Source: an optimization exercise on an open RTL-to-GDS flow (aim: small area). Production flows keep margins and buffers that such runs may drop.
RTL that was checked went through simulation tests only; none was proved equivalent to the original.
For runs 1 and 3, only the layout was checked, not whether the RTL still works.
Power figures rest on the tool's default switching activity, not on a simulated workload.

`config.mk`:
```
export PLATFORM = sky130hd
export DESIGN_NAME = lasd_cpu
export DESIGN_NICKNAME = lasd_cpu
export VERILOG_FILES = /design/flow/design.v
export SDC_FILE = /design/flow/constraint.sdc
export NUM_CORES = 4
export LEC_CHECK = 0
export CAP_MARGIN = 20
export CORE_MARGIN = 2
export CORE_UTILIZATION = 50
export GPL_TIMING_DRIVEN = 0
export SLEW_MARGIN = 20
export SYNTH_HIERARCHICAL = 1
```
`constraint.sdc`:
```
create_clock -name core_clock -period 10.0 [get_ports {clk}]
set_input_delay 2.0000 -clock core_clock [delete_from_list [all_inputs] [get_ports {clk}]]
set_output_delay 2.0000 -clock core_clock [all_outputs]
set_load 0.01 [all_outputs]
```
`design.v`:
```
module registrars_bank (
  input        clk,
  input        rst,
  input  [7:0] wd3,
  input  [2:0] wa3,
  input        we3,
  input  [2:0] ra1, ra2,
  output [7:0] rd1, rd2,
  output [7:0] saida_1, saida_2, saida_3, saida_4, saida_5, saida_6, saida_7);
  reg [7:0] x1, x2, x3, x4, x5, x6, x7;
  always @(posedge clk or negedge rst)
    if (!rst) begin
      x1 <= 8'd0; x2 <= 8'd0; x3 <= 8'd0; x4 <= 8'd0;
      x5 <= 8'd0; x6 <= 8'd0; x7 <= 8'd0;
    end else if (we3) begin
      case (wa3)
        3'd1: x1 <= wd3;
        3'd2: x2 <= wd3;
        3'd3: x3 <= wd3;
        3'd4: x4 <= wd3;
        3'd5: x5 <= wd3;
        3'd6: x6 <= wd3;
        3'd7: x7 <= wd3;
        default: ;
      endcase
    end
  wire [7:0] regs [0:7];
  assign regs[0] = 8'd0;
  assign regs[1] = x1; assign regs[2] = x2; assign regs[3] = x3;
  assign regs[4] = x4; assign regs[5] = x5; assign regs[6] = x6;
  assign regs[7] = x7;
  assign rd1 = regs[ra1];
  assign rd2 = regs[ra2];
  assign saida_1 = x1; assign saida_2 = x2; assign saida_3 = x3;
  assign saida_4 = x4; assign saida_5 = x5; assign saida_6 = x6;
  assign saida_7 = x7;
endmodule
module Data_mem (
  input        clk,
  input        rst,       
  input  [7:0] A,
  input  [7:0] WD,
  input        WE,
  input  [7:0] sw_in,
  output [7:0] RD);
  reg written;
  always @(posedge clk or negedge rst)
    if (!rst) written <= 1'b0;
    else if (WE) written <= 1'b1;
  wire clr = WE & ~written;
  wire [15:0] lo = 16'b1 << A[3:0];
  wire [15:0] hi = 16'b1 << A[7:4];
  wire [15:0] hi_rd = hi & {16{written}};
  wire [15:0] hi_wr = hi & {16{WE}};
  wire [8*255-1:0] mem;
  reg [7:0] rd_acc;
  integer j;
  genvar i;
  generate
    for (i = 0; i < 255; i = i + 1) begin : byte_g
      wire we   = lo[i % 16] & hi_wr[i / 16];
      wire hold = ~(we | clr);
      mem_byte u (.clk(clk), .we(we), .hold(hold), .d(WD),
        .q(mem[8*i +: 8]));
    end
  endgenerate
  always @(*) begin
    rd_acc = sw_in & {8{lo[15] & hi[15]}};
    for (j = 0; j < 255; j = j + 1)
      rd_acc = rd_acc | (mem[8*j +: 8] & {8{lo[j % 16] & hi_rd[j / 16]}});
  end
  assign RD = rd_acc;
endmodule
module mem_byte (
  input            clk,
  input            we,
  input            hold,
  input      [7:0] d,
  output reg [7:0] q);
  always @(posedge clk)
    q <= (d & {8{we}}) | (q & {8{hold}});
endmodule
`default_nettype none
module lasd_cpu (
input wire clk,
input wire rst_n,
output wire [7:0] instr_addr,
input wire [31:0] instr,
input wire [7:0] sw_in,
output wire [7:0] data_out,
output wire [7:0] reg_x1, reg_x2, reg_x3, reg_x4, reg_x5, reg_x6, reg_x7
);
wire [6:0] op = instr[6:0];
wire [2:0] f3 = instr[14:12];
wire [6:0] f7 = instr[31:25];
wire f3_0  = (f3 == 3'b000);
wire f7_0  = (f7 == 7'b0000000);
wire opR   = (op == 7'b0110011);
wire isR   = opR & ((f7_0 & (f3 != 3'b001) & (f3 != 3'b011)) |
                    ((f7 == 7'b0100000) & f3_0));
wire isI   = (op == 7'b0010011) & (f3_0 | (f3 == 3'b110) | (f3 == 3'b111));
wire isL   = (op == 7'b0000011) & f3_0;
wire isS   = (op == 7'b0100011) & f3_0;
wire isB   = (op == 7'b1100011) & f3_0;
wire isJ   = (op == 7'b1101111);
wire isJR  = (op == 7'b1100111) & f3_0;
wire imm_sb = op[5] & ~op[2];               
wire src_r  = op[5] & op[4];                
wire a_pc   = op[6] & (op[3] | ~op[2]);     
wire sub    = instr[30] | instr[13];        
wire [7:0] pc;
wire [7:0] r1, r2;
wire [7:0] imm;
assign imm[7:5] = instr[27:25];
assign imm[4:1] = imm_sb ? instr[11:8] : instr[24:21];
assign imm[0]   = imm_sb ? (~op[6] & instr[7]) : (~op[3] & instr[20]);
wire [7:0] b    = src_r ? r2 : imm;
wire [7:0] a    = a_pc ? pc : r1;
wire       cin  = src_r & sub;
wire [8:0] sum9 = {1'b0, a} + {1'b0, b ^ {8{cin}}} + {8'd0, cin};
wire [7:0] sum  = sum9[7:0];
wire       ltu  = ~sum9[8];
wire [7:0] srl  = (|b[7:3]) ? 8'd0 : (r1 >> b[2:0]);
reg [7:0] alu;
always @(*) begin
  case (f3)
    3'b111:  alu = r1 & b;
    3'b110:  alu = r1 | b;
    3'b100:  alu = r1 ^ b;
    3'b010:  alu = {7'd0, ltu};
    3'b101:  alu = srl;
    default: alu = sum;
  endcase
end
wire [7:0] pc4 = {pc[7:2] + 6'd1, pc[1:0]};
wire [7:0] ld;
Data_mem memoria_dados (.clk(clk), .rst(rst_n), .A(sum), .WD(r2), .WE(isS),
  .sw_in(sw_in), .RD(ld));
wire [7:0] wd = op[4] ? alu : (op[2] ? pc4 : ld);
wire       we = isR | isI | isL | isJ;
registrars_bank registradores (.clk(clk), .rst(rst_n), .wd3(wd),
  .wa3(instr[9:7]), .we3(we), .ra1(instr[17:15]), .ra2(instr[22:20]),
  .rd1(r1), .rd2(r2),
  .saida_1(reg_x1), .saida_2(reg_x2), .saida_3(reg_x3), .saida_4(reg_x4),
  .saida_5(reg_x5), .saida_6(reg_x6), .saida_7(reg_x7));
wire eq    = (r1 == r2);
wire taken = isJ | isJR | (isB & eq);
reg [7:0] pc_q;
reg [7:0] out_q;
always @(posedge clk or negedge rst_n)
  if (!rst_n) begin
    pc_q  <= 8'd0;
    out_q <= 8'd0;
  end else begin
    pc_q <= taken ? sum : pc4;
    if (isS & (sum == 8'hFF)) out_q <= r2;
  end
assign pc = pc_q;
assign instr_addr = pc_q;
assign data_out = out_q;
endmodule
`default_nettype wire
```
`run.sh`:
```
#!/bin/bash
# synth_recipe.tcl (not shown) runs the flow's synth.tcl, then flattens the netlist and writes it again
# the make line also repeats each setting of config.mk as NAME=value (left out here)
make -C /OpenROAD-flow-scripts/flow DESIGN_CONFIG=/design/flow/config.mk WORK_HOME=/design/flow/orfs CLKGATE_MAP_FILE= SYNTH_SCRIPT=/design/flow/synth_recipe.tcl finish
```
==> out/results.md, run 1 <==
### Placed design
* post-place setup slack: -3.23 ns
* input/output buffers: 108
* DP HPWL: 519 mm
* final weighted congestion in routability-driven placement: 1.43

### Logic synthesis
* number of nets produced by synthesis: 8045
* summed instance area of the synthesized netlist: 86000 um^2
* count of different cell masters after synthesis: 99
* Seq/Total Area, Yosys: 49.6%
* synthesized instance count: 7978
* total of flip-flops plus latches after synthesis: 2113
* mean instance size in the synthesized netlist: 10.8 um^2
* number of flops mapped to enable cells by yosys: 0
* number of warnings issued by yosys: 10
* fraction of synthesis flops using an asynchronous set or reset pin: 3.45%
* most common flop cell mapped by yosys: sky130_fd_sc_hd__dfxtp_1

### Floorplan
* die height: 419 um
* number of top-level pins: 114
* Die Span X: 419 um
* row count: 152
* starting density of the core: 50.2%

### Clocking
* Hold-fix buffers, CTS: 0
* number of clock sinks seen by CTS: 2113
* cell at the root of the clock tree: sky130_fd_sc_hd__clkbuf_16
* H-tree Lvls: 4
* Inserted Clock Buffers: 215
* worst-case clock buffer depth: 3

### Global route
* global-route wire length before repair: 1050 mm
* Remaining Overflow, GRT: 1670
* number of global-route vias before repair: 101000
* maximum number of pins on one net before global-route repair: 57
* global routing usage summed across all routing layers: 86.7%

### Outcome
* last stage reached: global routing (5_1_grt)
* error that halted the flow: [ERROR GRT-0116] Global routing finished with congestion. Check the congestion regions in the DRC Viewer.
* result of the run: stopped before the end

-- per-stage QoR --
step                      cells  cell area [um^2]
after CTS                 11200            105000
after detailed placement  10800             96300
after global placement    10400             90500
after floorplan            7978             86500
-- Yosys stat by module, one instance, submodules excluded --
module,cell area [um^2],cells,times used,flops+latches
lasd_cpu,2620,335,1,16
mem_byte,246,18,255,8
registrars_bank,3170,240,1,56
Data_mem,17400,2813,1,1
-- cells in the mapped netlist, drive strengths merged, types with 10 or more instances --
cell / count / area [um^2]
nor4: 55 / 359
nand4: 192 / 1210
nor3: 138 / 707
or4: 25 / 188
a32o: 29 / 290
a32oi: 161 / 1410
a211o: 10 / 87.6
a22o: 2123 / 18600
nor2b: 12 / 75.1
a2111oi: 18 / 158
nor2: 601 / 2260
clkbuf: 174 / 653
o21ai: 44 / 220
a31oi: 12 / 75.1
dfxtp: 2040 / 40800
a21oi: 77 / 385
a41oi: 11 / 96.3
a222oi: 42 / 420
o211ai: 25 / 188
xnor2: 10 / 95.1
nand2: 101 / 382
dfrtp: 73 / 1830
xor2: 10 / 87.6
nand3: 136 / 681
and4: 26 / 228
a211oi: 12 / 90.1
ha: 24 / 300
a2bb2oi: 19 / 166
a221o: 13 / 130
buf: 719 / 5240
inv: 35 / 131
mux2i: 104 / 1040
and3: 35 / 219
nand4b: 11 / 128
mux2: 111 / 1250
a22oi: 444 / 3330
a221oi: 58 / 508
o2bb2ai: 24 / 210
o22ai: 85 / 532
nand2b: 10 / 62.6
-- worst min path at each step --
stage | to | startpoint | slack [ns] | cells after the start
after floorplan | memoria_dados.byte_g[121].u.q[5] | memoria_dados.byte_g[121].u.q[5] | 0.43 | 1
after global placement | memoria_dados.byte_g[217].u.q[5] | memoria_dados.byte_g[217].u.q[5] | 0.44 | 1
after detailed placement | memoria_dados.byte_g[121].u.q[5] | memoria_dados.byte_g[121].u.q[5] | 0.45 | 1
after CTS | memoria_dados.byte_g[121].u.q[5] | memoria_dados.byte_g[121].u.q[5] | 0.46 | 1
-- power by group through the flow --
| stage | Clock (W) | Sequential (W) | Combinational [W] |
|---|---|---|---|
| after floorplan | 0 | 0.00866 | 0.00126 |
| after global placement | 0 | 0.00866 | 0.00315 |
| after detailed placement | 0 | 0.00866 | 0.00345 |
| after CTS | 0.00843 | 0.00848 | 0.00358 |
-- what timing repair did --
item	CTS
setup buffers	13
gates resized for setup	274
gates cloned	1
setup endpoints to repair	984
pin swaps	28
-- cells by family after synthesis --
family	count (synthesis)	synth area share [%]
buffers and inverters	929	7.01
AND/OR/NAND/NOR	1416	8.33
flip-flops	2113	49.6
adder cells (fa/ha/maj)	25	0.372
XOR/XNOR	20	0.212
AO/OA/AOI/OAI	3260	31.8
multiplexers	215	2.66
-- layer usage --
metal | GRT usage [%] | GRT overflow
met1 | 87.7 | 216
met2 | 94.0 | 753
met3 | 80.9 | 198
met4 | 81.5 | 479
met5 | 68.7 | 24
==> run 2, diff against run 1 <==
--- a/design.v
+++ b/design.v
@@ -47,38 +47,77 @@
   always @(posedge clk or negedge rst)
     if (!rst) written <= 1'b0;
     else if (WE) written <= 1'b1;
-  wire clr = WE & ~written;
-  wire [15:0] lo = 16'b1 << A[3:0];
-  wire [15:0] hi = 16'b1 << A[7:4];
+  wire clr_n = ~(WE & ~written);
+  wire [15:0] lo    = 16'b1 << A[3:0];
+  wire [15:0] hi    = 16'b1 << A[7:4];
   wire [15:0] hi_rd = hi & {16{written}};
   wire [15:0] hi_wr = hi & {16{WE}};
-  wire [8*255-1:0] mem;
-  reg [7:0] rd_acc;
-  integer j;
+  wire [7:0] wd_n = ~WD;
+  wire [8*256-1:0] data_n;
+  wire [255:0]     sel_n;
+  assign data_n[8*255 +: 8] = ~sw_in;
+  assign sel_n[255] = ~(lo[15] & hi[15]);
   genvar i;
   generate
     for (i = 0; i < 255; i = i + 1) begin : byte_g
-      wire we   = lo[i % 16] & hi_wr[i / 16];
-      wire hold = ~(we | clr);
-      mem_byte u (.clk(clk), .we(we), .hold(hold), .d(WD),
-        .q(mem[8*i +: 8]));
+      wire we_n, hold_n;
+      mem_dec dec (.lo(lo[i % 16]), .hi_wr(hi_wr[i / 16]),
+        .hi_rd(hi_rd[i / 16]), .we_n(we_n), .sel_n(sel_n[i]));
+      mem_hold hld (.we_n(we_n), .clr_n(clr_n), .hold_n(hold_n));
+      mem_byte u (.clk(clk), .we_n(we_n), .hold_n(hold_n), .d_n(wd_n),
+        .q_n(data_n[8*i +: 8]));
     end
   endgenerate
-  always @(*) begin
-    rd_acc = sw_in & {8{lo[15] & hi[15]}};
-    for (j = 0; j < 255; j = j + 1)
-      rd_acc = rd_acc | (mem[8*j +: 8] & {8{lo[j % 16] & hi_rd[j / 16]}});
-  end
-  assign RD = rd_acc;
+  generate
+    for (i = 0; i < 8; i = i + 1) begin : rd_g
+      wire [255:0] col_n;
+      genvar k;
+      for (k = 0; k < 256; k = k + 1) begin : col_g
+        assign col_n[k] = data_n[8*k + i];
+      end
+      mem_rd_bit r (.s_n(sel_n), .d_n(col_n), .q(RD[i]));
+    end
+  endgenerate
+endmodule
+module mem_dec (
+  input  lo, hi_wr, hi_rd,
+  output we_n, sel_n);
+  assign we_n  = ~(lo & hi_wr);
+  assign sel_n = ~(lo & hi_rd);
+endmodule
+module mem_hold (
+  input  we_n, clr_n,
+  output hold_n);
+  assign hold_n = ~(we_n & clr_n);
 endmodule
 module mem_byte (
-  input            clk,
-  input            we,
-  input            hold,
-  input      [7:0] d,
-  output reg [7:0] q);
+  input        clk,
+  input        we_n,
+  input        hold_n,
+  input  [7:0] d_n,
+  output [7:0] q_n);
+  genvar b;
+  generate
+    for (b = 0; b < 8; b = b + 1) begin : bit_g
+      mem_bit u (.clk(clk), .we_n(we_n), .hold_n(hold_n), .d_n(d_n[b]),
+        .q_n(q_n[b]));
+    end
+  endgenerate
+endmodule
+module mem_bit (
+  input      clk,
+  input      we_n,
+  input      hold_n,
+  input      d_n,
+  output reg q_n);
   always @(posedge clk)
-    q <= (d & {8{we}}) | (q & {8{hold}});
+    q_n <= (d_n | we_n) & (q_n | hold_n);
+endmodule
+module mem_rd_bit (
+  input  [255:0] s_n,
+  input  [255:0] d_n,
+  output         q);
+  assign q = ~&(s_n | d_n);
 endmodule
 `default_nettype none
 module lasd_cpu (
--- a/config.mk
+++ b/config.mk
@@ -7,7 +7,6 @@
 export LEC_CHECK = 0
 export CAP_MARGIN = 20
 export CORE_MARGIN = 2
-export CORE_UTILIZATION = 50
-export GPL_TIMING_DRIVEN = 0
+export CORE_UTILIZATION = 35
 export SLEW_MARGIN = 20
 export SYNTH_HIERARCHICAL = 1
==> out/results.md, run 2 <==
### Clocking
* number of clock sinks seen by CTS: 2113, unchanged
* Setup Buffers After CTS: 0, -13
* Hold-fix buffers, CTS: 0, unchanged
* Inserted Clock Buffers: 215, unchanged
* H-tree Lvls: 4, unchanged
* TritonCTS clock tree: built
* latest clock arrival within the worst-skew pair: 0.88 ns
* cells resized by post-CTS repair: 0, -100%
* cell at the root of the clock tree: sky130_fd_sc_hd__clkbuf_16
* clock-pin slew on the worst setup and hold paths: 0.06 ns
* worst-case clock buffer depth: 3, unchanged

### Power and ir drop
* total power density per cell area: 210 nW/um^2
* Worst VDD drop: 156 uV
* leakage component of the power: 35.4 nW

### Finish
* top register by number of flip-flops: memoria_dados.byte_g.u.bit_g.u.q_n
* top library cells by usage in the layout, fill and taps aside: 2040 x sky130_fd_sc_hd__o22a_1, 2040 x sky130_fd_sc_hd__dfxtp_1, 1028 x sky130_fd_sc_hd__o22ai_1
* cell area after layout: 91000 um^2
* count of fill cells added during filler insertion: 20900
* share of layout cells above drive strength 1: 8.68%
* area of the multi-input gates: 34500 um^2
* number of flip-flops in the largest register: 2040
* area taken by flip-flops and latches: 42700 um^2
* Area Overhead vs Synth: 17.7%
* final net count: 7748

### Worst hold path
* Worst Hold Class: flop to flop
* Worst Hold Launch: memoria_dados.byte_g[232].u.bit_g[7].u.q_n

### STA
* number of setup violations in the final report: 0
* top achievable clock speed: 0.105 GHz
* worst slew pin tran: 1.21 ns
* fin crit share: 95.5%
* setup TNS: 0 ns
* maximum clock skew at final layout: 0.0476 ns
* final critical-path setup slack: 0.450 ns
* final number of hold-violating endpoints: 0
* final max-slew violation count: 0
* slew margin rel.: 19.2%
* RSZ-0062 raised after global routing: no
* final critical-path required period: 9.55 ns

### Setup path
* CP Launch Point: instr[17]
* arrival time at the worst endpoint: 10.30 ns
* Critical Path Sink Type: flop
* Crit path required time: 10.75 ns
* launching element type of the critical path: input pin
* type of the worst setup path: input pin to flop
* RR Startpoint: registradores.x7[4]
* CP max FO: 14
* cell occurring most often along the worst timing path: sky130_fd_sc_hd__mux2_2
* Max stage delay cell, worst path: sky130_fd_sc_hd__nor4_1
* delay of the slowest cell on the worst path: 1.00 ns
* slack of the worst reg-to-reg path: 2.25 ns

### Floorplan
* die height: 474 um, +13%
* number of top-level pins: 114, unchanged
* Die Span X: 474 um, +13%
* Total Die Area: 225000 um^2
* total core area: 220000 um^2
* starting density of the core: 35.2%, -15 points
* row count: 172, +13%

### Run
* Max Cap Viol: 0

### Logic synthesis
* most common flop cell mapped by yosys: sky130_fd_sc_hd__dfxtp_1
* number of flops mapped to enable cells by yosys: 0, unchanged
* largest area contributor in the synthesized netlist: sky130_fd_sc_hd__dfxtp_1
* count of different cell masters after synthesis: 70, -29%
* mean instance size in the synthesized netlist: 10.7 um^2, -0.85%
* number of nets produced by synthesis: 7295, -9.3%
* biggest area contributors in the synthesized netlist: sky130_fd_sc_hd__dfxtp_1 53%, sky130_fd_sc_hd__o22a_1 23%, sky130_fd_sc_hd__o22ai_1 8.3%
* total of flip-flops plus latches after synthesis: 2113, unchanged
* summed instance area of the synthesized netlist: 77300 um^2, -10%
* synth cell count leaders: 2040 x sky130_fd_sc_hd__dfxtp_1, 2040 x sky130_fd_sc_hd__o22a_1, 1028 x sky130_fd_sc_hd__o22ai_1, 806 x sky130_fd_sc_hd__nand2_1, 575 x sky130_fd_sc_hd__nor2_1
* Seq/Total Area, Yosys: 55.2%, +5.6 points
* number of warnings issued by yosys: 10, unchanged
* post-synth top area share: 52.9%, +5.4 points
* fraction of synthesis flops using an asynchronous set or reset pin: 3.45%, unchanged
* synthesized instance count: 7228, -9.4%

### Route
* first-pass iteration count of the detailed router: 8
* post-route antenna net violation count: 0
* total via count after detailed routing: 66800
* detailed-route vias per instance: 6.23
* post-route DRC violation count: 0
* Total Routed Length: 273 mm
* final routed wire length divided by cell count: 25.5 um
* detailed router's first-iteration violation count: 6470

### Placed design
* DP HPWL: 174 mm, -67%
* post-place setup slack: -0.0601 ns, +3.17 ns
* final weighted congestion in routability-driven placement: 0.932, -35%
* input/output buffers: 111, +2.8%
* Placed Instance Area: 83600 um^2, -13%

### Global route
* global routing usage summed across all routing layers: 23.2%
* Remaining Overflow, GRT: 0
* maximum number of pins on one net before global-route repair: 142
* number of global-route vias before repair: 64200
* global-route wire length before repair: 404 mm
* initial antenna violation count: 7

### Outcome
* result of the run: complete, no violations

==> run 2: final cells by class <==
type | count | share of cell area, %
diodes | 4 | 0.0110
flip-flops and latches | 2113 | 46.9
clock inverters | 81 | 1.12
well taps | 2871 | 3.95
repair buffers | 272 | 2.86
multi-input cells | 5028 | 37.9
inverters | 51 | 0.279
clock buffers | 309 | 6.96
==> run 2: through the flow <==
stage | utilization [%] | hold slack (ns) | total power, W | instances
after floorplan | - | 0.437 | 0.0101 | 7228
after global placement | 38.1 | 0.443 | 0.0109 | 10300
after detailed placement | 38.1 | 0.451 | 0.0109 | 10300
after CTS | 41.4 | 0.464 | 0.0192 | 10700
after global routing | 41.4 | 0.474 | 0.0197 | 10700
final | 41.4 | 0.461 | 0.0191 | 10700
==> run 2: cells by family (layout without fill, tap and decap cells) <==
| kind of cell | count (synthesis) | count (layout) | share of synthesized area (%) |
|---|---|---|---|
| compound gates | 3205 | 3205 | 32.7 |
| xor+xnor | 18 | 18 | 0.204 |
| fa+ha+maj | 25 | 25 | 0.415 |
| buf+inv | 87 | 713 | 0.539 |
| flops | 2113 | 2113 | 55.2 |
| mux | 139 | 139 | 1.98 |
| other cells | 0 | 4 | 0 |
| simple gates | 1641 | 1641 | 8.92 |
==> run 2: worst max-delay path: cells and delay by family <==
kind / cells / cell delay (ns)
muxes: 3 / 0.90
buffers and inverters: 4 / 1.43
adders and majority gates: 1 / 0.30
AOI/OAI and AO/OA: 10 / 2.53
and+or+nand+nor: 8 / 3.12
==> run 2: per-layer routing <==
metal | global-route usage (%) | share of wire (%)
met1 | 31.1 | 43
met2 | 36.2 | 44
met3 | 4.34 | 7.9
met4 | 10.7 | 4.6
met5 | 0 | 0.014
==> run 2: power breakdown <==
part           switching, W  leakage [nW]  internal (W)  total [W]
clock               0.00347          3.63       0.00484    0.00830
sequential         0.000288          17.6       0.00888    0.00916
combinational       0.00104          14.2      0.000578    0.00162
total               0.00479          35.4        0.0143     0.0191
==> run 2: worst paths after layout <==
path,cells after the start,end
max in group asynchronous,1,registradores.x2[6]
min in group asynchronous,1,registradores.x4[3]
hold reg to reg,1,memoria_dados.byte_g[232].u.bit_g[7].u.q_n
setup / recovery,26,registradores.x1[1]
hold / removal,1,memoria_dados.byte_g[232].u.bit_g[7].u.q_n
setup reg to reg,29,registradores.x1[1]
==> run 2: per-module statistics from Yosys (local to each module, per instance), excerpt <==
module | times used | cells inside | flip-flops and latches | area (um^2)
registrars_bank | 1 | 240 | 56 | 3170
mem_dec | 255 | 2 | 0 | 7.51
lasd_cpu | 1 | 349 | 16 | 2710
mem_hold | 255 | 1 | 0 | 3.75
mem_bit | 2040 | 2 | 1 | 28.8
mem_rd_bit | 8 | 213 | 0 | 1170
Data_mem | 1 | 90 | 1 | 434
==> run 3, diff against run 2 <==
--- a/design.v
+++ b/design.v
@@ -50,19 +50,17 @@
   wire clr_n = ~(WE & ~written);
   wire [15:0] lo    = 16'b1 << A[3:0];
   wire [15:0] hi    = 16'b1 << A[7:4];
-  wire [15:0] hi_rd = hi & {16{written}};
+  wire [15:0] hi_rd = hi & {lo[15] | written, {15{written}}};
   wire [15:0] hi_wr = hi & {16{WE}};
   wire [7:0] wd_n = ~WD;
   wire [8*256-1:0] data_n;
-  wire [255:0]     sel_n;
   assign data_n[8*255 +: 8] = ~sw_in;
-  assign sel_n[255] = ~(lo[15] & hi[15]);
+  wire [15:0] lo_n = ~lo;
   genvar i;
   generate
     for (i = 0; i < 255; i = i + 1) begin : byte_g
       wire we_n, hold_n;
-      mem_dec dec (.lo(lo[i % 16]), .hi_wr(hi_wr[i / 16]),
-        .hi_rd(hi_rd[i / 16]), .we_n(we_n), .sel_n(sel_n[i]));
+      mem_dec dec (.lo(lo[i % 16]), .hi_wr(hi_wr[i / 16]), .we_n(we_n));
       mem_hold hld (.we_n(we_n), .clr_n(clr_n), .hold_n(hold_n));
       mem_byte u (.clk(clk), .we_n(we_n), .hold_n(hold_n), .d_n(wd_n),
         .q_n(data_n[8*i +: 8]));
@@ -70,20 +68,24 @@
   endgenerate
   generate
     for (i = 0; i < 8; i = i + 1) begin : rd_g
-      wire [255:0] col_n;
-      genvar k;
-      for (k = 0; k < 256; k = k + 1) begin : col_g
-        assign col_n[k] = data_n[8*k + i];
+      wire [15:0] grp_n;
+      genvar g, k;
+      for (g = 0; g < 16; g = g + 1) begin : grp_g
+        wire [15:0] col_n;
+        for (k = 0; k < 16; k = k + 1) begin : col_g
+          assign col_n[k] = data_n[8*(16*g + k) + i];
+        end
+        mem_rd_grp r (.lo_n(lo_n), .d_n(col_n), .hi(hi_rd[g]),
+          .y_n(grp_n[g]));
       end
-      mem_rd_bit r (.s_n(sel_n), .d_n(col_n), .q(RD[i]));
+      mem_rd_fin f (.y_n(grp_n), .q(RD[i]));
     end
   endgenerate
 endmodule
 module mem_dec (
-  input  lo, hi_wr, hi_rd,
-  output we_n, sel_n);
-  assign we_n  = ~(lo & hi_wr);
-  assign sel_n = ~(lo & hi_rd);
+  input  lo, hi_wr,
+  output we_n);
+  assign we_n = ~(lo & hi_wr);
 endmodule
 module mem_hold (
   input  we_n, clr_n,
@@ -113,11 +115,17 @@
   always @(posedge clk)
     q_n <= (d_n | we_n) & (q_n | hold_n);
 endmodule
-module mem_rd_bit (
-  input  [255:0] s_n,
-  input  [255:0] d_n,
-  output         q);
-  assign q = ~&(s_n | d_n);
+module mem_rd_grp (
+  input  [15:0] lo_n,
+  input  [15:0] d_n,
+  input         hi,
+  output        y_n);
+  assign y_n = ~(hi & ~&(lo_n | d_n));
+endmodule
+module mem_rd_fin (
+  input  [15:0] y_n,
+  output        q);
+  assign q = ~&y_n;
 endmodule
 `default_nettype none
 module lasd_cpu (
@@ -159,6 +167,11 @@
 wire [8:0] sum9 = {1'b0, a} + {1'b0, b ^ {8{cin}}} + {8'd0, cin};
 wire [7:0] sum  = sum9[7:0];
 wire       ltu  = ~sum9[8];
+wire [7:0] imm_ls;
+assign imm_ls[7:5] = instr[27:25];
+assign imm_ls[4:1] = op[5] ? instr[11:8] : instr[24:21];
+assign imm_ls[0]   = op[5] ? instr[7] : instr[20];
+wire [7:0] addr = r1 + imm_ls;
 wire [7:0] srl  = (|b[7:3]) ? 8'd0 : (r1 >> b[2:0]);
 reg [7:0] alu;
 always @(*) begin
@@ -173,7 +186,7 @@
 end
 wire [7:0] pc4 = {pc[7:2] + 6'd1, pc[1:0]};
 wire [7:0] ld;
-Data_mem memoria_dados (.clk(clk), .rst(rst_n), .A(sum), .WD(r2), .WE(isS),
+Data_mem memoria_dados (.clk(clk), .rst(rst_n), .A(addr), .WD(r2), .WE(isS),
   .sw_in(sw_in), .RD(ld));
 wire [7:0] wd = op[4] ? alu : (op[2] ? pc4 : ld);
 wire       we = isR | isI | isL | isJ;
@@ -192,7 +205,7 @@
     out_q <= 8'd0;
   end else begin
     pc_q <= taken ? sum : pc4;
-    if (isS & (sum == 8'hFF)) out_q <= r2;
+    if (isS & (addr == 8'hFF)) out_q <= r2;
   end
 assign pc = pc_q;
 assign instr_addr = pc_q;
--- a/config.mk
+++ b/config.mk
@@ -8,5 +8,6 @@
 export CAP_MARGIN = 20
 export CORE_MARGIN = 2
 export CORE_UTILIZATION = 35
+export CTS_BUF_LIST = sky130_fd_sc_hd__clkbuf_4 sky130_fd_sc_hd__clkbuf_8
 export SLEW_MARGIN = 20
 export SYNTH_HIERARCHICAL = 1
==> out/results.md, run 3 <==
### Outcome
* result of the run: complete, no violations

### Logic synthesis
* fraction of synthesis flops using an asynchronous set or reset pin: 3.45%, unchanged
* mux contribution to synthesized area: 2.02%, +0.043 points
* biggest area contributors in the synthesized netlist: sky130_fd_sc_hd__dfxtp_1 53%, sky130_fd_sc_hd__o22a_1 23%, sky130_fd_sc_hd__o22ai_1 8.3%
* synth cell count leaders: 2040 x sky130_fd_sc_hd__dfxtp_1, 2040 x sky130_fd_sc_hd__o22a_1, 1027 x sky130_fd_sc_hd__o22ai_1, 681 x sky130_fd_sc_hd__nand2_1, 572 x sky130_fd_sc_hd__nor2_1
* count of different cell masters after synthesis: 81, +16%
* most common flop cell mapped by yosys: sky130_fd_sc_hd__dfxtp_1
* Seq/Total Area, Yosys: 55.3%, +0.070 points
* number of warnings issued by yosys: 10, unchanged
* number of nets produced by synthesis: 7204, -1.2%
* share of synthesized cell area in full adder, half adder and majority cells: 0.554%, +0.14 points
* combinational family with the most area after synthesis: compound AO/OA/AOI/OAI gates
* xor-xnor portion of the synthesized cell area: 0.318%, +0.11 points
* total of flip-flops plus latches after synthesis: 2113, unchanged
* largest area contributor in the synthesized netlist: sky130_fd_sc_hd__dfxtp_1
* synthesized instance count: 7129, -1.4%
* post-synth top area share: 52.9%, +0.067 points
* summed instance area of the synthesized netlist: 77200 um^2, -0.13%
* mean instance size in the synthesized netlist: 10.8 um^2, +1.3%
* simple-gate share of the synthesized area: 8.40%, -0.52 points
* Synth Area in Compound Gates: 32.8%, +0.10 points
* number of flops mapped to enable cells by yosys: 0, unchanged

### Global route
* Remaining Overflow, GRT: 0, unchanged
* global-route wire length before repair: 406 mm, +0.41%
* initial antenna violation count: 8, +1
* maximum number of pins on one net before global-route repair: 149, +4.9%
* number of global-route vias before repair: 64900, +1.0%
* global routing usage summed across all routing layers: 23.4%, +0.14 points

### Route
* post-route DRC violation count: 0, unchanged
* detailed router's first-iteration violation count: 5462, -16%
* final routed wire length divided by cell count: 25.3 um, -0.81%
* first-pass iteration count of the detailed router: 7, -1
* detailed-route vias per instance: 6.18, -0.67%
* total via count after detailed routing: 67000, +0.35%
* Total Routed Length: 274 mm, +0.20%
* post-route antenna net violation count: 0, unchanged

### Setup path
* Worst path top cell family by delay: simple AND/OR/NAND/NOR gates
* Critical Path Sink Type: flop
* Crit path required time: 10.90 ns, +0.15 ns
* destination of the worst register-to-register timing path: registradores.x1[0]
* type of the worst setup path: input pin to flop
* arrival time at the worst endpoint: 9.30 ns, -1.00 ns
* launching element type of the critical path: input pin
* delay of the slowest cell on the worst path: 0.79 ns, -0.21 ns
* Max stage delay cell, worst path: sky130_fd_sc_hd__or4_1
* slack of the worst reg-to-reg path: 3.46 ns, +1.21 ns
* RR Startpoint: registradores.x4[1]
* CP max FO: 37, +23
* critical path buffer and inverter count: 3, -1
* Register-to-Register Path Depth: 21, -28%
* CP cell instances: clkdlybuf4s50_1 -> nor2b_1 -> a221oi_1 -> a221oi_1 -> ha_1 -> a211oi_1 -> nor2_1 -> a21oi_2 -> buf_4 -> and2b_1 -> nand2_4 -> buf_12 -> o22ai_1 -> nor2_1 -> nand4_1 -> nand2_1 -> nand4_1 -> or4_1 -> mux2_2 -> o22ai_1 -> a31oi_1 -> mux2_2

### Finish
* area taken by flip-flops and latches: 42700 um^2, unchanged
* count of fill cells added during filler insertion: 20900, +0.10%
* top library cells by usage in the layout, fill and taps aside: 2040 x sky130_fd_sc_hd__o22a_1, 2040 x sky130_fd_sc_hd__dfxtp_1, 1027 x sky130_fd_sc_hd__o22ai_1
* area of the multi-input gates: 34300 um^2, -0.56%
* Area Overhead vs Synth: 18.0%
* number of flip-flops in the largest register: 2040, unchanged
* share of layout cells above drive strength 1: 11.7%, +3.0 points
* top register by number of flip-flops: memoria_dados.byte_g.u.bit_g.u.q_n
* Post-Route Utilization: 41.5%, about the same
* final net count: 7791, +0.55%

### Floorplan
* total core area: 220000 um^2, unchanged
* row count: 172, unchanged
* Die Span X: 474 um, about the same
* die height: 474 um, about the same
* starting density of the core: 35.2%, -0.044 points
* Total Die Area: 224000 um^2, -0.13%
* number of top-level pins: 114, unchanged

### STA
* top achievable clock speed: 0.119 GHz, +14%
* final critical-path setup slack: 1.60 ns, +1.15 ns
* slew margin rel.: 25.2%, +6.0 points
* final max-slew violation count: 0, unchanged
* final worst hold slack: 0.460 ns, -0.000777 ns
* RSZ-0062 raised after global routing: no
* number of setup violations in the final report: 0, unchanged
* final number of hold-violating endpoints: 0, unchanged
* maximum clock skew at final layout: 0.0954 ns, +0.0478 ns
* final critical-path required period: 8.40 ns, -1.15 ns
* fin crit share: 84.0%, -11 points
* worst slew pin tran: 1.12 ns, -0.0899 ns
* setup TNS: 0 ns, unchanged

### Power and ir drop
* Gate power share: 15.6%, +7.1 points
* Net Sw Power: 0.00585 W, +22%
* leakage component of the power: 35.8 nW, +1.2%
* overall power consumption: 0.0203 W, +6.4%
* switching part of the total power: 28.8%, +3.7 points
* clock group share of total power: 39.5%, -4.0 points
* total power density per cell area: 223 nW/um^2, +6.3%
* internal power summed over all cells: 0.0145 W, +1.1%
* Worst VDD drop: 155 uV, -0.99%
* share of power burned in registers: 44.9%, -3.1 points

### Clocking
* cells resized by post-CTS repair: 0, unchanged
* TritonCTS clock tree: built
* Setup Buffers After CTS: 0, unchanged
* Hold-fix buffers, CTS: 0, unchanged
* worst-case clock buffer depth: 4, +1
* cell at the root of the clock tree: sky130_fd_sc_hd__clkbuf_8
* latest clock arrival within the worst-skew pair: 1.11 ns, +0.23 ns
* clock-pin slew on the worst setup and hold paths: 0.06 ns, about the same
* Inserted Clock Buffers: 354, +65%
* H-tree Lvls: 5, +1
* number of clock sinks seen by CTS: 2113, unchanged

### Placed design
* final weighted congestion in routability-driven placement: 0.919, -1.4%
* input/output buffers: 111, unchanged
* post-place setup slack: 0.764 ns, +0.824 ns
* DP HPWL: 171 mm, -1.5%

### Worst hold path
* Worst Hold Launch: memoria_dados.byte_g[58].u.bit_g[5].u.q_n
* cell depth of the worst min-delay path: 1, unchanged
* Worst Hold Class: flop to flop
* Worst Hold Path EP: memoria_dados.byte_g[58].u.bit_g[5].u.q_n

### Run
* Max Cap Viol: 0, unchanged

run 3: cell types whose count changed after synthesis, sizes merged, moves of 6 or more:
cell,change
nand2,-124
nor4,-28
nand4,+23
nand3,+13
or4,+9
xnor2,+8
buf,+7
ha,+7
inv,-7
a22o,+6
run 3: through the flow:
step | instance area, um^2 | std cells
floorplan | 77200 | 7129
global placement | 83600 | 10200
detailed placement | 83600 | 10200
CTS | 91000 | 10800
global route | 91000 | 10800
finish | 91000 | 10800
run 3: modules after synthesis, one instance, submodules excluded, a selection:
module / area [um^2] / times used / flops+latches / cells inside
mem_hold: 3.75 / 255 / 0 / 1
lasd_cpu: 2950 / 1 / 16 / 350
mem_rd_grp: 75.1 / 128 / 0 / 14
registrars_bank: 3170 / 1 / 56 / 240
mem_dec: 3.75 / 255 / 0 / 1
mem_rd_fin: 32.5 / 8 / 0 / 5
Data_mem: 567 / 1 / 1 / 117
mem_bit: 28.8 / 2040 / 1 / 2
run 3: how the worst max path moves through the flow:
stage	start	to	slack, ns	depth (start not counted)
2_1_floorplan	instr[17]	registradores.x1[7]	0.68	18
3_3_place_gp	instr[17]	registradores.x2[7]	0.79	20
3_5_place_dp	instr[17]	registradores.x7[7]	0.76	20
4_1_cts	instr[17]	registradores.x7[7]	1.86	20
5_1_grt	instr[17]	registradores.x7[7]	1.34	21
6_report	instr[17]	registradores.x1[0]	1.60	22
run 3: final cells by class:
class | count | area share [%]
Sequential cell | 2113 | 46.9
Multi-Input combinational cell | 4932 | 37.7
Clock buffer | 550 | 7.55
Clock inverter | 53 | 0.542
Antenna cell | 5 | 0.0137
Tap cell | 2871 | 3.95
Timing Repair Buffer | 271 | 3.13
Inverter | 44 | 0.260
run 3: worst register-to-register path, stage by stage (launching register included):
cell	delay [ns]
sky130_fd_sc_hd__dfrtp_1	0.48
sky130_fd_sc_hd__mux2_2	0.20
sky130_fd_sc_hd__a221oi_1	0.06
sky130_fd_sc_hd__a221oi_1	0.65
sky130_fd_sc_hd__ha_1	0.37
sky130_fd_sc_hd__a211oi_1	0.21
sky130_fd_sc_hd__nor2_1	0.10
sky130_fd_sc_hd__a21oi_2	0.16
sky130_fd_sc_hd__buf_4	0.28
sky130_fd_sc_hd__nor2_1	0.19
sky130_fd_sc_hd__nand2_4	0.39
sky130_fd_sc_hd__buf_12	0.31
sky130_fd_sc_hd__o22ai_1	0.13
sky130_fd_sc_hd__nor2_1	0.22
sky130_fd_sc_hd__nand4_1	0.31
sky130_fd_sc_hd__nand2_1	0.17
sky130_fd_sc_hd__nand4_1	0.34
sky130_fd_sc_hd__or4_1	0.79
sky130_fd_sc_hd__mux2_2	0.33
sky130_fd_sc_hd__o22ai_1	0.14
sky130_fd_sc_hd__a31oi_1	0.20
sky130_fd_sc_hd__mux2_2	0.40
run 3: metal layers:
metal	wire (um)	track usage, %
met1	118000	31.0
met2	122000	36.5
met3	20900	4.19
met4	12800	11.5
met5	20	0
run 3: logic make-up after synthesis:
logic type	Yosys count
compound gates	3206
simple gates	1523
flops	2113
fa+ha+maj	33
buf+inv	84
mux	142
xor+xnor	28
run 3: power by group through the flow:
stage / logic (W) / registers, W / clock network [W]
after CTS: 0.00310 / 0.00911 / 0.00815
after global placement: 0.00305 / 0.00928 / 0
after floorplan: 0.00173 / 0.00923 / 0
after detailed placement: 0.00309 / 0.00929 / 0
final: 0.00316 / 0.00912 / 0.00802
after global routing: 0.00330 / 0.00916 / 0.00852
==> run 4, diff against run 3 <==
--- a/design.v
+++ b/design.v
@@ -7,33 +7,49 @@
   input  [2:0] ra1, ra2,
   output [7:0] rd1, rd2,
   output [7:0] saida_1, saida_2, saida_3, saida_4, saida_5, saida_6, saida_7);
-  reg [7:0] x1, x2, x3, x4, x5, x6, x7;
+  wire [8*8-1:0] x;
+  assign x[7:0] = 8'd0;
+  wire [7:0] wsel = {7'd0, we3} << wa3;
+  wire [7:0] sel1 = 8'd1 << ra1;
+  wire [7:0] sel2 = 8'd1 << ra2;
+  genvar k, b;
+  generate
+    for (k = 1; k < 8; k = k + 1) begin : reg_g
+      wire we = wsel[k];
+      wire hold = ~wsel[k];
+      for (b = 0; b < 8; b = b + 1) begin : bit_g
+        reg_bit u (.clk(clk), .rst(rst), .we(we), .hold(hold), .d(wd3[b]),
+          .q(x[8*k + b]));
+      end
+    end
+    for (b = 0; b < 8; b = b + 1) begin : rd_g
+      reg_rd_bit p1 (.s(sel1[7:1]), .d({x[56+b], x[48+b], x[40+b], x[32+b],
+        x[24+b], x[16+b], x[8+b]}), .q(rd1[b]));
+      reg_rd_bit p2 (.s(sel2[7:1]), .d({x[56+b], x[48+b], x[40+b], x[32+b],
+        x[24+b], x[16+b], x[8+b]}), .q(rd2[b]));
+    end
+  endgenerate
+  assign saida_1 = x[15:8];  assign saida_2 = x[23:16];
+  assign saida_3 = x[31:24]; assign saida_4 = x[39:32];
+  assign saida_5 = x[47:40]; assign saida_6 = x[55:48];
+  assign saida_7 = x[63:56];
+endmodule
+module reg_bit (
+  input      clk,
+  input      rst,
+  input      we,
+  input      hold,
+  input      d,
+  output reg q);
   always @(posedge clk or negedge rst)
-    if (!rst) begin
-      x1 <= 8'd0; x2 <= 8'd0; x3 <= 8'd0; x4 <= 8'd0;
-      x5 <= 8'd0; x6 <= 8'd0; x7 <= 8'd0;
-    end else if (we3) begin
-      case (wa3)
-        3'd1: x1 <= wd3;
-        3'd2: x2 <= wd3;
-        3'd3: x3 <= wd3;
-        3'd4: x4 <= wd3;
-        3'd5: x5 <= wd3;
-        3'd6: x6 <= wd3;
-        3'd7: x7 <= wd3;
-        default: ;
-      endcase
-    end
-  wire [7:0] regs [0:7];
-  assign regs[0] = 8'd0;
-  assign regs[1] = x1; assign regs[2] = x2; assign regs[3] = x3;
-  assign regs[4] = x4; assign regs[5] = x5; assign regs[6] = x6;
-  assign regs[7] = x7;
-  assign rd1 = regs[ra1];
-  assign rd2 = regs[ra2];
-  assign saida_1 = x1; assign saida_2 = x2; assign saida_3 = x3;
-  assign saida_4 = x4; assign saida_5 = x5; assign saida_6 = x6;
-  assign saida_7 = x7;
+    if (!rst) q <= 1'b0;
+    else q <= (d & we) | (q & hold);
+endmodule
+module reg_rd_bit (
+  input  [6:0] s,
+  input  [6:0] d,
+  output       q);
+  assign q = |(s & d);
 endmodule
 module Data_mem (
   input        clk,
==> flow/run.sh (new file) <==
#!/bin/bash
# Layout flow: the standard flow (standard.sh: the standard synthesis and
# ORFS place and route) with three changes to how the layout is made:
#  - ports are buffered with buf_1 instead of a delay cell,
#  - clock tree synthesis uses no dummy loads,
#  - clock tree buffers are clkbuf_16, with clusters of up to 32 sinks.
# Every tool's output is kept in a log file in this folder.
set -e
export BUFFER_PORTS_ARGS="-buffer_cell sky130_fd_sc_hd__buf_1"
export CTS_ARGS="-sink_clustering_enable -repair_clock_nets -dont_use_dummy_load -sink_clustering_size 32 -sink_clustering_max_diameter 80 -buf_list {sky130_fd_sc_hd__clkbuf_16}"
bash standard.sh > standard_flow.log 2>&1
==> standard.sh (new file) <==
#!/bin/bash
# synth_recipe.tcl (not shown) runs the flow's synth.tcl, then flattens the netlist and writes it again
# the make line also repeats each setting of config.mk as NAME=value (left out here)
make -C /OpenROAD-flow-scripts/flow DESIGN_CONFIG=/design/flow/config.mk WORK_HOME=/design/flow/orfs CLKGATE_MAP_FILE= SYNTH_SCRIPT=/design/flow/synth_recipe.tcl "${@:-finish}"
--- a/config.mk
+++ b/config.mk
@@ -8,6 +8,5 @@
 export CAP_MARGIN = 20
 export CORE_MARGIN = 2
 export CORE_UTILIZATION = 35
-export CTS_BUF_LIST = sky130_fd_sc_hd__clkbuf_4 sky130_fd_sc_hd__clkbuf_8
 export SLEW_MARGIN = 20
 export SYNTH_HIERARCHICAL = 1
removed: run.sh
==> out/results.md, run 4 <==
### Outcome
* result of the run: complete, no violations

### Logic synthesis
* Seq/Total Area, Yosys: 55.6%, +0.36 points
* mean instance size in the synthesized netlist: 10.8 um^2, -0.47%
* summed instance area of the synthesized netlist: 76700 um^2, -0.65%
* synthesized instance count: 7116, -0.18%
* synth cell count leaders: 2040 x sky130_fd_sc_hd__dfxtp_1, 2040 x sky130_fd_sc_hd__o22a_1, 1029 x sky130_fd_sc_hd__o22ai_1, 677 x sky130_fd_sc_hd__nand2_1, 579 x sky130_fd_sc_hd__nor2_1
* fraction of synthesis flops using an asynchronous set or reset pin: 3.45%, unchanged
* biggest area contributors in the synthesized netlist: sky130_fd_sc_hd__dfxtp_1 53%, sky130_fd_sc_hd__o22a_1 23%, sky130_fd_sc_hd__o22ai_1 8.4%
* count of different cell masters after synthesis: 75, -7.4%
* most common flop cell mapped by yosys: sky130_fd_sc_hd__dfxtp_1
* total of flip-flops plus latches after synthesis: 2113, unchanged
* largest area contributor in the synthesized netlist: sky130_fd_sc_hd__dfxtp_1
* post-synth top area share: 53.3%, +0.35 points
* number of flops mapped to enable cells by yosys: 0, unchanged
* number of nets produced by synthesis: 7191, -0.18%
* number of warnings issued by yosys: 10, unchanged

### Clocking
* Hold-fix buffers, CTS: 0, unchanged
* cell at the root of the clock tree: sky130_fd_sc_hd__clkbuf_16
* clock-pin slew on the worst setup and hold paths: 0.07 ns, about the same
* Inserted Clock Buffers: 109, -69%
* worst-case clock buffer depth: 3, -1
* Setup Buffers After CTS: 0, unchanged
* H-tree Lvls: 3, -2
* TritonCTS clock tree: built
* number of clock sinks seen by CTS: 2113, unchanged
* latest clock arrival within the worst-skew pair: 0.84 ns, -0.27 ns
* cells resized by post-CTS repair: 0, unchanged

### STA
* slew margin rel.: 17.3%, -7.9 points
* RSZ-0062 raised after global routing: no
* worst slew pin tran: 1.24 ns, +0.119 ns
* setup TNS: 0 ns, unchanged
* final max-slew violation count: 0, unchanged
* number of setup violations in the final report: 0, unchanged
* maximum clock skew at final layout: 0.116 ns, +0.0201 ns
* final number of hold-violating endpoints: 0, unchanged
* fin crit share: 86.9%, +2.9 points
* final critical-path setup slack: 1.31 ns, -0.289 ns
* final critical-path required period: 8.69 ns, +0.289 ns
* top achievable clock speed: 0.115 GHz, -3.3%

### Route
* Total Routed Length: 269 mm, -1.7%
* detailed router's first-iteration violation count: 6725, +23%
* final routed wire length divided by cell count: 26.1 um, +3.4%
* post-route antenna net violation count: 0, unchanged
* total via count after detailed routing: 65400, -2.4%
* detailed-route vias per instance: 6.35, +2.7%
* first-pass iteration count of the detailed router: 9, +2
* post-route DRC violation count: 0, unchanged

### Placed design
* final weighted congestion in routability-driven placement: 0.925, +0.66%
* post-place setup slack: 0.744 ns, -0.0208 ns
* input/output buffers: 111, unchanged
* DP HPWL: 172 mm, +0.35%

### Finish
* top register by number of flip-flops: memoria_dados.byte_g.u.bit_g.u.q_n
* top library cells by usage in the layout, fill and taps aside: 2040 x sky130_fd_sc_hd__o22a_1, 2040 x sky130_fd_sc_hd__dfxtp_1, 1028 x sky130_fd_sc_hd__o22ai_1
* share of layout cells above drive strength 1: 4.37%, -7.4 points
* number of flip-flops in the largest register: 2040, unchanged
* largest registers in the final layout: memoria_dados.byte_g.u.bit_g.u.q_n: 2040 flops, registradores.reg_g.bit_g.u.q: 56 flops
* final net count: 7520, -3.5%
* Area Overhead vs Synth: 10.8%

### Setup path
* Crit path required time: 10.69 ns, -0.21 ns
* arrival time at the worst endpoint: 9.38 ns, +0.08 ns
* RR Startpoint: registradores.reg_g[1].bit_g[0].u.q
* destination of the worst register-to-register timing path: registradores.reg_g[2].bit_g[0].u.q
* CP max FO: 49, +32%
* Register-to-Register Path Depth: 17, -19%
* launching element type of the critical path: input pin
* Critical Path Sink Type: flop
* slack of the worst reg-to-reg path: 2.57 ns, -0.89 ns
* type of the worst setup path: input pin to flop

### Power and ir drop
* Worst VDD drop: 157 uV, +1.8%
* total power density per cell area: 186 nW/um^2, -17%
* overall power consumption: 0.0158 W, -22%
* leakage component of the power: 32.5 nW, -9.2%

### Floorplan
* die height: 472 um, -0.32%
* number of top-level pins: 114, unchanged
* total core area: 217000 um^2, -0.97%
* starting density of the core: 35.3%, +0.11 points
* row count: 171, -0.58%
* Die Span X: 472 um, -0.32%
* Total Die Area: 223000 um^2, -0.64%

### Global route
* number of global-route vias before repair: 62100, -4.3%
* global routing usage summed across all routing layers: 23.0%, -0.37 points
* initial antenna violation count: 6, -2
* global-route wire length before repair: 398 mm, -2.0%
* maximum number of pins on one net before global-route repair: 165, +11%
* Remaining Overflow, GRT: 0, unchanged

### Worst hold path
* Worst Hold Path EP: memoria_dados.byte_g[182].u.bit_g[3].u.q_n
* Worst Hold Class: flop to flop
* Worst Hold Launch: memoria_dados.byte_g[182].u.bit_g[3].u.q_n
* cell depth of the worst min-delay path: 1, unchanged

### Run
* Max Cap Viol: 0, unchanged

==> run 4: cell types whose count changed in the layout (fill, tap and decap cells not counted), sizes merged, moves of 38 or more <==
| cell | before | now |
|---|---|---|
| buf | 160 | 245 |
| mux2 | 96 | 23 |
| clkdlybuf4s50 | 110 | 0 |
| clkbuf | 551 | 110 |
| clkinv | 39 | 1 |
| a22o | 6 | 58 |
==> run 4: worst max path at each step <==
stage	startpoint	to	slack, ns	depth (start not counted)
6_report	instr[17]	registradores.reg_g[2].bit_g[0].u.q	1.31	18
5_1_grt	instr[15]	registradores.reg_g[6].bit_g[1].u.q	1.13	22
4_1_cts	instr[15]	registradores.reg_g[2].bit_g[0].u.q	1.54	19
3_5_place_dp	instr[15]	registradores.reg_g[2].bit_g[0].u.q	0.74	19
3_3_place_gp	instr[15]	registradores.reg_g[4].bit_g[0].u.q	0.82	19
2_1_floorplan	instr[16]	registradores.reg_g[1].bit_g[2].u.q	0.71	18
==> run 4: critical path: stages <==
cell	delay, ns
sky130_fd_sc_hd__buf_1	0.21
sky130_fd_sc_hd__nor3b_1	0.77
sky130_fd_sc_hd__a222oi_1	0.24
sky130_fd_sc_hd__nand3_1	0.49
sky130_fd_sc_hd__ha_1	0.39
sky130_fd_sc_hd__xnor2_2	0.85
sky130_fd_sc_hd__nand4_1	1.09
sky130_fd_sc_hd__buf_12	0.54
sky130_fd_sc_hd__o22ai_1	0.20
sky130_fd_sc_hd__nor2_1	0.09
sky130_fd_sc_hd__nand4_1	0.23
sky130_fd_sc_hd__nand2_1	0.10
sky130_fd_sc_hd__nand4_1	0.42
sky130_fd_sc_hd__or4_1	0.31
sky130_fd_sc_hd__mux2_2	0.19
sky130_fd_sc_hd__o22ai_1	0.07
sky130_fd_sc_hd__a21oi_1	0.83
sky130_fd_sc_hd__a22o_1	0.28
==> run 4: routing by layer <==
metal	vias to the layer above	global-route usage (%)	share of wire, %
met5	-	0	0.0048
met1	32700	31.8	44
met2	2748	36.0	44
met3	503	3.19	7.1
met4	2	9.30	4.3
li1	29400	-	-
==> run 4: logic make-up after synthesis <==
| kind of cell | after synthesis | synth area share (%) |
|---|---|---|
| fa+ha+maj | 33 | 0.558 |
| xor+xnor | 28 | 0.320 |
| simple gates | 1544 | 8.61 |
| buf+inv | 72 | 0.421 |
| flops | 2113 | 55.6 |
| mux | 45 | 0.663 |
| compound gates | 3281 | 33.8 |
==> run 4: where the power goes <==
group,switching [W],total (W),internal [W]
registers,0.000259,0.00911,0.00885
clock network,0.00267,0.00460,0.00193
logic,0.00141,0.00211,0.000705
==> run 4: per-stage QoR <==
stage          cell area, um^2  hold WS [ns]  instances  util, %
2_1_floorplan            76700         0.437       7116        -
3_3_place_gp             82200         0.443      10200     37.8
3_5_place_dp             82200         0.451      10200     37.8
4_1_cts                  84900         0.465      10300     39.1
5_1_grt                  85000         0.473      10300     39.1
6_report                 85000         0.461      10300     39.1
==> run 4: cell type report <==
class | count | area, um^2
Fill cell | 21200 | 132000
Sequential cell | 2113 | 42700
Tap cell | 2854 | 3570
Inverter | 44 | 228
Timing Repair Buffer | 246 | 1810
Antenna cell | 2 | 5.00
Clock buffer | 109 | 2730
Multi-Input combinational cell | 4931 | 34000
==> run 4: per-module statistics from Yosys (local to each module, per instance), excerpt <==
module / copies in the design / cell area, um^2
reg_bit: 56 / 33.8
mem_rd_grp: 128 / 75.1
mem_dec: 255 / 3.75
mem_hold: 255 / 3.75
reg_rd_bit: 16 / 30.0
mem_rd_fin: 8 / 32.5
mem_bit: 2040 / 28.8
registrars_bank: 1 / 292
==> run 5, diff against run 4 <==
==> flow/run.sh (replaced) <==
#!/bin/bash
# Layout flow: the standard flow (standard.sh: the standard synthesis and
# ORFS place and route) with three changes to how the layout is made:
#  - ports are buffered with buf_1 instead of a delay cell,
#  - clock tree synthesis uses no dummy loads,
#  - clock tree buffers are clkbuf_8, with clusters of up to 19 sinks.
# Every tool's output is kept in a log file in this folder.
set -e
export BUFFER_PORTS_ARGS="-buffer_cell sky130_fd_sc_hd__buf_1"
export CTS_ARGS="-sink_clustering_enable -repair_clock_nets -dont_use_dummy_load -sink_clustering_size 19 -sink_clustering_max_diameter 50 -buf_list {sky130_fd_sc_hd__clkbuf_8}"
bash standard.sh > standard_flow.log 2>&1
--- a/config.mk
+++ b/config.mk
@@ -5,8 +5,8 @@
 export SDC_FILE = /design/flow/constraint.sdc
 export NUM_CORES = 4
 export LEC_CHECK = 0
-export CAP_MARGIN = 20
+export CAP_MARGIN = 10
 export CORE_MARGIN = 2
 export CORE_UTILIZATION = 35
-export SLEW_MARGIN = 20
+export SLEW_MARGIN = 10
 export SYNTH_HIERARCHICAL = 1
==> out/results.md, run 5 <==
### Outcome
* result of the run: complete, no violations

### Setup path
* slack of the worst reg-to-reg path: 2.52 ns, -0.05 ns
* RR Startpoint: registradores.reg_g[4].bit_g[0].u.q
* Critical Path Sink Type: flop
* Crit path required time: 10.89 ns, +0.20 ns
* CP Launch Point: instr[17]
* destination of the worst register-to-register timing path: registradores.reg_g[2].bit_g[0].u.q
* arrival time at the worst endpoint: 9.42 ns, +0.04 ns
* Register-to-Register Path Depth: 17, unchanged
* critical path capture point: registradores.reg_g[2].bit_g[0].u.q
* launching element type of the critical path: input pin
* type of the worst setup path: input pin to flop
* CP max FO: 31, -37%

### STA
* RSZ-0062 raised after global routing: no
* fin crit share: 85.3%, -1.5 points
* setup TNS: 0 ns, unchanged
* maximum clock skew at final layout: 0.109 ns, -0.00623 ns
* final number of hold-violating endpoints: 0, unchanged
* final max-slew violation count: 0, unchanged
* final critical-path required period: 8.53 ns, -0.155 ns
* slew margin rel.: 10.6%, -6.7 points
* worst slew pin tran: 1.34 ns, +0.100 ns
* top achievable clock speed: 0.117 GHz, +1.8%
* number of setup violations in the final report: 0, unchanged

### Route
* detailed router's first-iteration violation count: 6784, +0.88%
* post-route antenna net violation count: 0, unchanged
* detailed-route vias per instance: 6.36, about the same
* detailed-routed wire length on met3: 19.3 mm, +0.65%
* total via count after detailed routing: 65900, +0.78%
* met1 wire length: 119 mm, -0.10%
* met2 WL: 119 mm, -0.20%
* final routed wire length divided by cell count: 26.0 um, -0.44%
* post-route DRC violation count: 0, unchanged
* uppermost metal layer occupied by signal nets: met5
* first-pass iteration count of the detailed router: 7, -2
* Total Routed Length: 270 mm, +0.29%

### Finish
* count of fill cells added during filler insertion: 21300, +0.68%
* number of flip-flops in the largest register: 2040, unchanged
* share of layout cells above drive strength 1: 5.27%, +0.90 points
* top register by number of flip-flops: memoria_dados.byte_g.u.bit_g.u.q_n
* top library cells by usage in the layout, fill and taps aside: 2040 x sky130_fd_sc_hd__o22a_1, 2040 x sky130_fd_sc_hd__dfxtp_1, 1029 x sky130_fd_sc_hd__o22ai_1
* area of the multi-input gates: 33900 um^2, about the same
* Area Overhead vs Synth: 10.5%
* largest registers in the final layout: memoria_dados.byte_g.u.bit_g.u.q_n: 2040 flops, registradores.reg_g.bit_g.u.q: 56 flops
* Post-Route Utilization: 39.0%, -0.11 points
* Final Instance Count excl. Fillers: 10400, +0.73%
* final net count: 7594, +0.98%
* area taken by flip-flops and latches: 42700 um^2, unchanged

### Global route
* global routing usage summed across all routing layers: 23.1%, +0.15 points
* initial antenna violation count: 10, +4
* global-route wire length before repair: 400 mm, +0.53%
* maximum number of pins on one net before global-route repair: 165, unchanged
* number of global-route vias before repair: 62800, +1.0%
* Remaining Overflow, GRT: 0, unchanged

### Logic synthesis
* number of warnings issued by yosys: 10, unchanged
* fraction of synthesis flops using an asynchronous set or reset pin: 3.45%, unchanged
* count of different cell masters after synthesis: 75, unchanged
* total of flip-flops plus latches after synthesis: 2113, unchanged
* number of nets produced by synthesis: 7191, unchanged
* synthesized instance count: 7116, unchanged
* Seq/Total Area, Yosys: 55.6%, unchanged
* mean instance size in the synthesized netlist: 10.8 um^2, unchanged
* summed instance area of the synthesized netlist: 76700 um^2, unchanged
* biggest area contributors in the synthesized netlist: sky130_fd_sc_hd__dfxtp_1 53%, sky130_fd_sc_hd__o22a_1 23%, sky130_fd_sc_hd__o22ai_1 8.4%
* most common flop cell mapped by yosys: sky130_fd_sc_hd__dfxtp_1
* post-synth top area share: 53.3%, unchanged
* number of flops mapped to enable cells by yosys: 0, unchanged
* largest area contributor in the synthesized netlist: sky130_fd_sc_hd__dfxtp_1
* synth cell count leaders: 2040 x sky130_fd_sc_hd__dfxtp_1, 2040 x sky130_fd_sc_hd__o22a_1, 1029 x sky130_fd_sc_hd__o22ai_1, 677 x sky130_fd_sc_hd__nand2_1, 579 x sky130_fd_sc_hd__nor2_1

### Placed design
* input/output buffers: 111, unchanged
* cell count after placement: 10200, +0.0098%
* DP HPWL: 172 mm, +0.13%
* final weighted congestion in routability-driven placement: 0.925, unchanged

### Floorplan
* Total Die Area: 223000 um^2, unchanged
* number of top-level pins: 114, unchanged
* total core area: 217000 um^2, unchanged
* starting density of the core: 35.3%, unchanged
* row count: 171, unchanged
* die height: 472 um, unchanged
* Die Span X: 472 um, unchanged

### Clocking
* TritonCTS clock tree: built
* latest clock arrival within the worst-skew pair: 0.98 ns, +0.14 ns
* cells resized by post-CTS repair: 0, unchanged
* cell at the root of the clock tree: sky130_fd_sc_hd__clkbuf_8
* Inserted Clock Buffers: 182, +67%
* H-tree Lvls: 4, +1
* Setup Buffers After CTS: 0, unchanged
* number of clock sinks seen by CTS: 2113, unchanged
* worst-case clock buffer depth: 3, unchanged
* Hold-fix buffers, CTS: 0, unchanged
* clock-pin slew on the worst setup and hold paths: 0.06 ns, about the same

### Power and ir drop
* total power density per cell area: 183 nW/um^2, -1.5%
* leakage component of the power: 32.5 nW, -0.11%
* Worst VDD drop: 104 uV, -34%

### Run
* Max Cap Viol: 0, unchanged

### Worst hold path
* Worst Hold Class: flop to flop

run 5: layout make-up:
| type | instances | area share [%] |
|---|---|---|
| flip-flops and latches | 2113 | 50.4 |
| repair buffers | 247 | 2.14 |
| clock buffers | 182 | 2.96 |
| well taps | 2854 | 4.21 |
| multi-input cells | 4931 | 40.1 |
| diodes | 3 | 0.00886 |
| inverters | 44 | 0.269 |
run 5: worst max-delay path: stages:
cell	delay, ns
sky130_fd_sc_hd__buf_1	0.20
sky130_fd_sc_hd__nor3b_1	0.79
sky130_fd_sc_hd__a222oi_1	0.24
sky130_fd_sc_hd__nand3_1	0.39
sky130_fd_sc_hd__ha_1	0.30
sky130_fd_sc_hd__fa_1	0.26
sky130_fd_sc_hd__xor2_2	0.84
sky130_fd_sc_hd__nand4_1	1.16
sky130_fd_sc_hd__buf_4	0.63
sky130_fd_sc_hd__o22ai_1	0.29
sky130_fd_sc_hd__nor2_1	0.12
sky130_fd_sc_hd__nand4_1	0.10
sky130_fd_sc_hd__nand2_1	0.11
sky130_fd_sc_hd__nand4_1	0.29
sky130_fd_sc_hd__or4_1	0.32
sky130_fd_sc_hd__mux2_2	0.20
sky130_fd_sc_hd__o22ai_1	0.07
sky130_fd_sc_hd__a21oi_1	0.79
sky130_fd_sc_hd__a22o_1	0.27
run 5: per-stage QoR:
step | setup slack [ns] | area (um^2) | hold slack (ns) | total power (W)
final | 1.47 | 84700 | 0.461 | 0.0155
after global routing | 1.33 | 84700 | 0.473 | 0.0161
after detailed placement | 0.789 | 82200 | 0.451 | 0.0114
after CTS | 1.80 | 84700 | 0.462 | 0.0156
after floorplan | 0.707 | 76700 | 0.437 | 0.0104
after global placement | 0.821 | 82200 | 0.443 | 0.0113
run 5: kinds of logic (layout without fill, tap and decap cells):
kind of cell | after synthesis | count (layout) | synth area share, %
adders and majority gates | 33 | 33 | 0.558
and+or+nand+nor | 1544 | 1544 | 8.61
AOI/OAI and AO/OA | 3281 | 3281 | 33.8
buffers and inverters | 72 | 473 | 0.421
xor gates and xnor gates | 28 | 28 | 0.320
DFF | 2113 | 2113 | 55.6
other | 0 | 3 | 0
muxes | 45 | 45 | 0.663
run 5: worst min path at each step:
| stage | startpoint | end | slack (ns) | cells after the start |
|---|---|---|---|---|
| after floorplan | memoria_dados.byte_g[0].u.bit_g[0].u.q_n | memoria_dados.byte_g[0].u.bit_g[0].u.q_n | 0.44 | 1 |
| after global placement | memoria_dados.byte_g[55].u.bit_g[0].u.q_n | memoria_dados.byte_g[55].u.bit_g[0].u.q_n | 0.44 | 1 |
| after detailed placement | memoria_dados.byte_g[227].u.bit_g[3].u.q_n | memoria_dados.byte_g[227].u.bit_g[3].u.q_n | 0.45 | 1 |
| after CTS | memoria_dados.byte_g[177].u.bit_g[2].u.q_n | memoria_dados.byte_g[177].u.bit_g[2].u.q_n | 0.46 | 1 |
| after global routing | memoria_dados.byte_g[177].u.bit_g[0].u.q_n | memoria_dados.byte_g[177].u.bit_g[0].u.q_n | 0.47 | 1 |
| final | memoria_dados.byte_g[104].u.bit_g[7].u.q_n | memoria_dados.byte_g[104].u.bit_g[7].u.q_n | 0.46 | 1 |
run 5: per-layer routing:
layer  global-route usage (%)  vias to the layer above
met5                        0                        -
met1                     31.8                    33000
met2                     36.0                     2777
met4                     10.6                        2
met3                     3.22                      585
li1                         -                    29500
run 5: power breakdown:
part	internal [W]	leakage, nW	total, W	switching (W)
logic	0.000704	13.6	0.00210	0.00140
registers	0.00885	17.6	0.00911	0.000259
clock network	0.00162	1.31	0.00433	0.00271
run 5: Yosys stat by module, one instance, submodules excluded, excerpt:
module | times used | area [um^2]
mem_rd_grp | 128 | 75.1
lasd_cpu | 1 | 2950
reg_rd_bit | 16 | 30.0
mem_bit | 2040 | 28.8
mem_rd_fin | 8 | 32.5
registrars_bank | 1 | 292
Data_mem | 1 | 567
mem_dec | 255 | 3.75
mem_hold | 255 | 3.75
reg_bit | 56 | 33.8

static timing again, ports no longer ideal:
In the flow no input, the clock included, has a driving cell. The finished layouts below were timed again as built, in two steps. Step 1: set_driving_cell puts a clkbuf_16 on clk and a buf_2 on each other input, an assumption about the parent block. Step 2 times the ports against the registers' clock, not the clock port: input delays grow and output delays shrink by t, the midpoint of the rising clock arrivals with the driver on. Three values: ideal ports, drivers, drivers and shift; two values: the first two.
| run | t, ns | setup WS [ns] | latest minus earliest clock arrival (ns) |
|---|---|---|---|
| run 2 | 0.951 | 0.450 / 0.515 / -0.435 | 0.062 / 0.061 |
| run 3 | 1.134 | 1.599 / 1.645 / 0.511 | 0.113 / 0.112 |
| run 4 | 0.855 | 1.310 / 1.376 / 0.521 | 0.148 / 0.148 |
| run 5 | 1.035 | 1.465 / 1.525 / 0.489 | 0.150 / 0.151 |
With both steps, setup timing fails in run 2, where it was met with ideal ports. For run 3, which loses most, drivers alone change the setup slack by +0.046 ns; drivers and shift together by -1.088 ns.
